Background: an optimization exercise with open tools, aiming at small area and a short achievable clock period. Do not read the settings as production practice.
Only simulation tests tie the RTL to the original design; equivalence was not proved.

==> build 18: inputs <==
==> flow/design.v <==
`timescale 1ns / 1ps
module mul_calc #
(
    parameter ENRGY_DATA_WIDTH = 40,
    parameter AXI_DATA_WIDTH = 32
)
(
    input                       aclk,
    input                       aresetn,
    input wire signed [31:0]    Thresh,
    input wire signed [31:0]    Ratio,
    input wire [24:0]           num_fft_pts,
    input [ENRGY_DATA_WIDTH-1 : 0]  energy,
    input                           e_ready,
    output [AXI_DATA_WIDTH-1:0]     m_axis_a_tdata,
    input                           m_axis_a_tready,
    output reg                      m_axis_a_tvalid,
    output reg [AXI_DATA_WIDTH-1:0] m_axis_b_tdata,
    input                           m_axis_b_tready,
    output reg                      m_axis_b_tvalid
);
localparam K = 16;
function [2:0] qds;
    input [2:0] di;
    input [6:0] y;
    reg signed [6:0] m_n1, m_0, m_1, m_2;
    reg signed [6:0] ys;
    begin
        case (di)
            3'd0: begin m_n1 = -13; m_0 = -4; m_1 = 4; m_2 = 12; end
            3'd1: begin m_n1 = -15; m_0 = -6; m_1 = 4; m_2 = 14; end
            3'd2: begin m_n1 = -16; m_0 = -6; m_1 = 4; m_2 = 15; end
            3'd3: begin m_n1 = -18; m_0 = -6; m_1 = 4; m_2 = 16; end
            3'd4: begin m_n1 = -20; m_0 = -6; m_1 = 6; m_2 = 18; end
            3'd5: begin m_n1 = -20; m_0 = -6; m_1 = 6; m_2 = 20; end
            3'd6: begin m_n1 = -22; m_0 = -6; m_1 = 8; m_2 = 20; end
            default: begin m_n1 = -24; m_0 = -8; m_1 = 8; m_2 = 24; end
        endcase
        ys = y;
        if (ys >= m_2)       qds = 3'b110;
        else if (ys >= m_1)  qds = 3'b101;
        else if (ys >= m_0)  qds = 3'b000;
        else if (ys >= m_n1) qds = 3'b001;
        else                 qds = 3'b010;
    end
endfunction
function [68:0] srt_stage;    
    input [32:0] ps;
    input [32:0] pc;
    input [1:0]  xb;
    input [30:0] dl;
    reg [32:0] vs, vc, m, a, cy;
    reg [2:0] q;
    begin
        vs = {ps[30:0], xb};
        vc = {pc[30:0], 2'b00};
        q = qds(dl[30:28], ps[32:26] + pc[32:26]);
        m = ({33{q[0]}} & {2'b01, dl}) | ({33{q[1]}} & {1'b1, dl, 1'b0});
        a = m ^ {33{q[2]}};
        cy = (vs & vc) | (vs & a) | (vc & a);
        srt_stage = {q, vs ^ vc ^ a, cy[31:0], q[2]};
    end
endfunction
reg        state;           
reg [11:0] counter;
reg        done;
reg [51:0] data_sum;        
wire [52:0] acc_c;
wire [51:0] acc_b = {12'd0, energy};
assign acc_c[0] = 1'b0;
genvar gi;
generate
    for (gi = 0; gi < 52; gi = gi + 1) begin : acc
        assign acc_c[gi+1] = (data_sum[gi] & acc_b[gi]) | (data_sum[gi] & acc_c[gi]) |
                             (acc_b[gi] & acc_c[gi]);
    end
endgenerate
wire [51:0] sum_in = data_sum ^ acc_b ^ acc_c[51:0];
wire [11:0] counter_inc = counter + 12'd1;
wire last = (counter_inc == num_fft_pts[11:0]);
wire [52:0] dsub = {1'b0, data_sum} - {21'd0, Thresh};
wire [63:0] dvd = {{12{dsub[52]}}, dsub[51:0]};
wire [31:0] r0 = Ratio;
wire z16 = ~|r0[31:16];
wire [31:0] r1 = z16 ? {r0[15:0], 16'd0} : r0;
wire z8 = ~|r1[31:24];
wire [31:0] r2 = z8 ? {r1[23:0], 8'd0} : r1;
wire z4 = ~|r2[31:28];
wire [31:0] r3 = z4 ? {r2[27:0], 4'd0} : r2;
wire z2 = ~|r3[31:30];
wire [31:0] r4 = z2 ? {r3[29:0], 2'd0} : r3;
wire z1 = ~r4[31];
wire [31:0] rn = z1 ? {r4[30:0], 1'd0} : r4;
wire [95:0] x0 = {32'd0, dvd};
wire [95:0] x1 = z16 ? {x0[79:0], 16'd0} : x0;
wire [95:0] x2 = z8  ? {x1[87:0], 8'd0}  : x1;
wire [95:0] x3 = z4  ? {x2[91:0], 4'd0}  : x2;
wire [95:0] x4 = z2  ? {x3[93:0], 2'd0}  : x3;
wire [95:0] xn = z1  ? {x4[94:0], 1'd0}  : x4;
wire [32:0] fps [33:K];
wire [32:0] fpc [33:K];
wire [2:0]  fq  [32:K];
assign fps[33] = {3'd0, xn[95:66]};
assign fpc[33] = 33'd0;
generate
    for (gi = 32; gi >= K; gi = gi - 1) begin : front
        assign {fq[gi], fps[gi], fpc[gi]} =
            srt_stage(fps[gi+1], fpc[gi+1], xn[2*gi+1:2*gi], rn[30:0]);
    end
endgenerate
reg [31:0] fqp, fqn;
integer fi;
always @* begin
    fqp = 32'd0;
    fqn = 32'd0;
    for (fi = K; fi < 16; fi = fi + 1) begin
        if (fq[fi][2]) fqp[2*fi +: 2] = fq[fi][1:0];
        else           fqn[2*fi +: 2] = fq[fi][1:0];
    end
end
reg [32:0] ps_r, pc_r;
reg [30:0] dl_r;
reg [2*K-1:0] xl_r;
reg [31:0] t_r;
reg [31:0] qp_r, qn_r;
always @(posedge aclk or negedge aresetn) begin
    if (!aresetn) begin
        state <= 1'b0;
        done <= 1'b0;
        counter <= 12'd0;
        data_sum <= 52'd0;
        m_axis_b_tdata <= {AXI_DATA_WIDTH{1'b0}};
        ps_r <= 33'd0;
        pc_r <= 33'd0;
        dl_r <= 31'd0;
        xl_r <= {2*K{1'b0}};
        t_r <= 32'd0;
        qp_r <= 32'd0;
        qn_r <= 32'd0;
    end else begin
        if (!state) begin
            done <= 1'b0;
            if (e_ready) begin
                state <= 1'b1;
                data_sum <= sum_in;
            end
        end else begin
            state <= 1'b0;
            if (last) begin
                counter <= 12'd0;
                data_sum <= 52'd0;
                done <= 1'b1;
                m_axis_b_tdata <= data_sum[31:0];
                ps_r <= fps[K];
                pc_r <= fpc[K];
                dl_r <= rn[30:0];
                xl_r <= xn[2*K-1:0];
                t_r <= Thresh;
                qp_r <= fqp;
                qn_r <= fqn;
            end else begin
                counter <= counter_inc;
            end
        end
    end
end
wire [32:0] bps [K:0];
wire [32:0] bpc [K:0];
wire [2:0]  bq  [K-1:0];
assign bps[K] = ps_r;
assign bpc[K] = pc_r;
generate
    for (gi = K-1; gi >= 0; gi = gi - 1) begin : back
        assign {bq[gi], bps[gi], bpc[gi]} =
            srt_stage(bps[gi+1], bpc[gi+1], xl_r[2*gi+1:2*gi], dl_r);
    end
endgenerate
reg [31:0] qp, qn;
integer bi;
always @* begin
    qp = qp_r;
    qn = qn_r;
    for (bi = 0; bi < K; bi = bi + 1) begin
        if (bq[bi][2]) qp[2*bi +: 2] = bq[bi][1:0];
        else           qn[2*bi +: 2] = bq[bi][1:0];
    end
end
wire [32:0] rem = bps[0] + bpc[0];
wire rneg = rem[32];
wire [31:0] nqn = ~qn;
wire [31:0] cs_s = qp ^ nqn ^ t_r;
wire [31:0] cs_c = (qp & nqn) | (qp & t_r) | (nqn & t_r);
assign m_axis_a_tdata = cs_s + {cs_c[30:0], ~rneg};
reg state_wait;
always @(posedge aclk or negedge aresetn) begin
    if (!aresetn) begin
        state_wait <= 1'b0;
        m_axis_a_tvalid <= 1'b0;
        m_axis_b_tvalid <= 1'b0;
    end else begin
        if (!state_wait) begin
            m_axis_a_tvalid <= 1'b0;
            m_axis_b_tvalid <= 1'b0;
            if (done) begin
                if (m_axis_a_tready & m_axis_b_tready) begin
                    m_axis_a_tvalid <= 1'b1;
                    m_axis_b_tvalid <= 1'b1;
                end else begin
                    state_wait <= 1'b1;
                end
            end
        end else begin
            if (m_axis_a_tready & m_axis_b_tready) begin
                m_axis_a_tvalid <= 1'b1;
                m_axis_b_tvalid <= 1'b1;
                state_wait <= 1'b0;
            end
        end
    end
end
endmodule
==> flow/flow/run.sh <==
#!/bin/bash
set -euo pipefail
bash standard.sh SETUP_SLACK_MARGIN=288 finish > standard_flow.log 2>&1
==> flow/standard.sh <==
#!/bin/bash
# synth_recipe.tcl (not shown) runs the flow's synth.tcl, then flattens the netlist and writes it again
# the make line also repeats each setting of config.mk as NAME=value (left out here)
make -C /OpenROAD-flow-scripts/flow DESIGN_CONFIG=/design/flow/config.mk WORK_HOME=/design/flow/orfs CLKGATE_MAP_FILE= SYNTH_SCRIPT=/design/flow/synth_recipe.tcl "${@:-finish}"
==> flow/config.mk <==
export PLATFORM = sky130hd
export DESIGN_NAME = mul_calc
export DESIGN_NICKNAME = mul_calc
export VERILOG_FILES = /design/flow/design.v
export SDC_FILE = /design/flow/constraint.sdc
export NUM_CORES = 4
export LEC_CHECK = 0
export ABC_AREA = 1
export CAP_MARGIN = 20
export CORE_MARGIN = 2
export CORE_UTILIZATION = 40
export SLEW_MARGIN = 20
==> flow/constraint.sdc <==
create_clock -name core_clock -period 450.0 [get_ports {aclk}]
set_input_delay 90.0000 -clock core_clock [delete_from_list [all_inputs] [get_ports {aclk}]]
set_output_delay 90.0000 -clock core_clock [all_outputs]
set_load 0.01 [all_outputs]
==> inputs of build 38, as changes to build 18 <==
==> flow/run.sh (new file) <==
#!/bin/bash
# synth_recipe.tcl (not shown) runs the flow's synth.tcl, then flattens the netlist and writes it again
# the make line also repeats each setting of config.mk as NAME=value (left out here)
make -C /OpenROAD-flow-scripts/flow DESIGN_CONFIG=/design/flow/config.mk WORK_HOME=/design/flow/orfs CLKGATE_MAP_FILE= SYNTH_SCRIPT=/design/flow/synth_recipe.tcl finish
removed: flow/flow/run.sh
removed: flow/standard.sh
==> inputs of build 14, as changes to build 18 <==
--- a/flow/design.v
+++ b/flow/design.v
@@ -64,21 +64,12 @@
 reg        state;           
 reg [11:0] counter;
 reg        done;
-reg [51:0] data_sum;        
-wire [52:0] acc_c;
-wire [51:0] acc_b = {12'd0, energy};
-assign acc_c[0] = 1'b0;
-genvar gi;
-generate
-    for (gi = 0; gi < 52; gi = gi + 1) begin : acc
-        assign acc_c[gi+1] = (data_sum[gi] & acc_b[gi]) | (data_sum[gi] & acc_c[gi]) |
-                             (acc_b[gi] & acc_c[gi]);
-    end
-endgenerate
-wire [51:0] sum_in = data_sum ^ acc_b ^ acc_c[51:0];
+reg [ENRGY_DATA_WIDTH-1:0] data_reg;
+reg [51:0] data_sum;
+wire [51:0] sum_all = data_sum + data_reg;
 wire [11:0] counter_inc = counter + 12'd1;
 wire last = (counter_inc == num_fft_pts[11:0]);
-wire [52:0] dsub = {1'b0, data_sum} - {21'd0, Thresh};
+wire [52:0] dsub = {1'b0, sum_all} - {21'd0, Thresh};
 wire [63:0] dvd = {{12{dsub[52]}}, dsub[51:0]};
 wire [31:0] r0 = Ratio;
 wire z16 = ~|r0[31:16];
@@ -102,6 +93,7 @@
 wire [2:0]  fq  [32:K];
 assign fps[33] = {3'd0, xn[95:66]};
 assign fpc[33] = 33'd0;
+genvar gi;
 generate
     for (gi = 32; gi >= K; gi = gi - 1) begin : front
         assign {fq[gi], fps[gi], fpc[gi]} =
@@ -129,6 +121,7 @@
         done <= 1'b0;
         counter <= 12'd0;
         data_sum <= 52'd0;
+        data_reg <= {ENRGY_DATA_WIDTH{1'b0}};
         m_axis_b_tdata <= {AXI_DATA_WIDTH{1'b0}};
         ps_r <= 33'd0;
         pc_r <= 33'd0;
@@ -142,7 +135,7 @@
             done <= 1'b0;
             if (e_ready) begin
                 state <= 1'b1;
-                data_sum <= sum_in;
+                data_reg <= energy;
             end
         end else begin
             state <= 1'b0;
@@ -150,7 +143,7 @@
                 counter <= 12'd0;
                 data_sum <= 52'd0;
                 done <= 1'b1;
-                m_axis_b_tdata <= data_sum[31:0];
+                m_axis_b_tdata <= sum_all[31:0];
                 ps_r <= fps[K];
                 pc_r <= fpc[K];
                 dl_r <= rn[30:0];
@@ -159,6 +152,7 @@
                 qp_r <= fqp;
                 qn_r <= fqn;
             end else begin
+                data_sum <= sum_all;
                 counter <= counter_inc;
             end
         end
==> flow/run.sh (new file) <==
#!/bin/bash
# synth_recipe.tcl (not shown) runs the flow's synth.tcl, then flattens the netlist and writes it again
# the make line also repeats each setting of config.mk as NAME=value (left out here)
make -C /OpenROAD-flow-scripts/flow DESIGN_CONFIG=/design/flow/config.mk WORK_HOME=/design/flow/orfs CLKGATE_MAP_FILE= SYNTH_SCRIPT=/design/flow/synth_recipe.tcl finish
--- a/flow/config.mk
+++ b/flow/config.mk
@@ -5,7 +5,6 @@
 export SDC_FILE = /design/flow/constraint.sdc
 export NUM_CORES = 4
 export LEC_CHECK = 0
-export ABC_AREA = 1
 export CAP_MARGIN = 20
 export CORE_MARGIN = 2
 export CORE_UTILIZATION = 40
removed: flow/flow/run.sh
removed: flow/standard.sh
==> results.txt <==
The lowest final cell count belongs to build 14, the highest to build 18.
Of build 14 and build 18, build 14 has the higher sequential cell count (gap 40).
The highest register-to-register slack belongs to build 18, the lowest to build 14.
Of build 18 and build 14, build 18 has the higher non-clock buffer count (gap 38).
Global-route usage: build 14 > build 18 > build 38.
Build 18 completed with no timing, DRC or antenna violations. Build 38 completed with no timing, DRC or antenna violations. Build 14 finished clean.
In build 18 the sequential share of layout area is lower than in build 38, by 0.061 points.
The lowest setup slack belongs to build 14, the highest to build 18.

[static timing again, ports no longer ideal]
The results above use ideal ports. As a check the final layouts listed here were re-extracted and re-timed, cells and wires unchanged. Step 1, drivers: a clkbuf_16 drives aclk and a buf_2 each remaining input, both assumed. Step 2 moves the port delays by t, midway between the first and last clock arrival at a register: inputs arrive t later, outputs are due t later. That takes back most of the time a late clock gives input paths. Slacks: no drivers / after step 1 / after step 2; pairs: no drivers / after step 1.
run	t (ns)	slack for setup (ns)	worst data-port slew with drivers (ns)
build 18	0.676	292.537 / 292.460 / 291.967	0.06
build 38	0.676	286.344 / 286.267 / 286.894	0.06
build 14	0.620	279.554 / 279.494 / 280.114	0.16
After both steps every run listed still meets setup and hold. For build 18, which loses most, drivers alone change the setup slack by -0.077 ns; drivers and shift together by -0.570 ns.
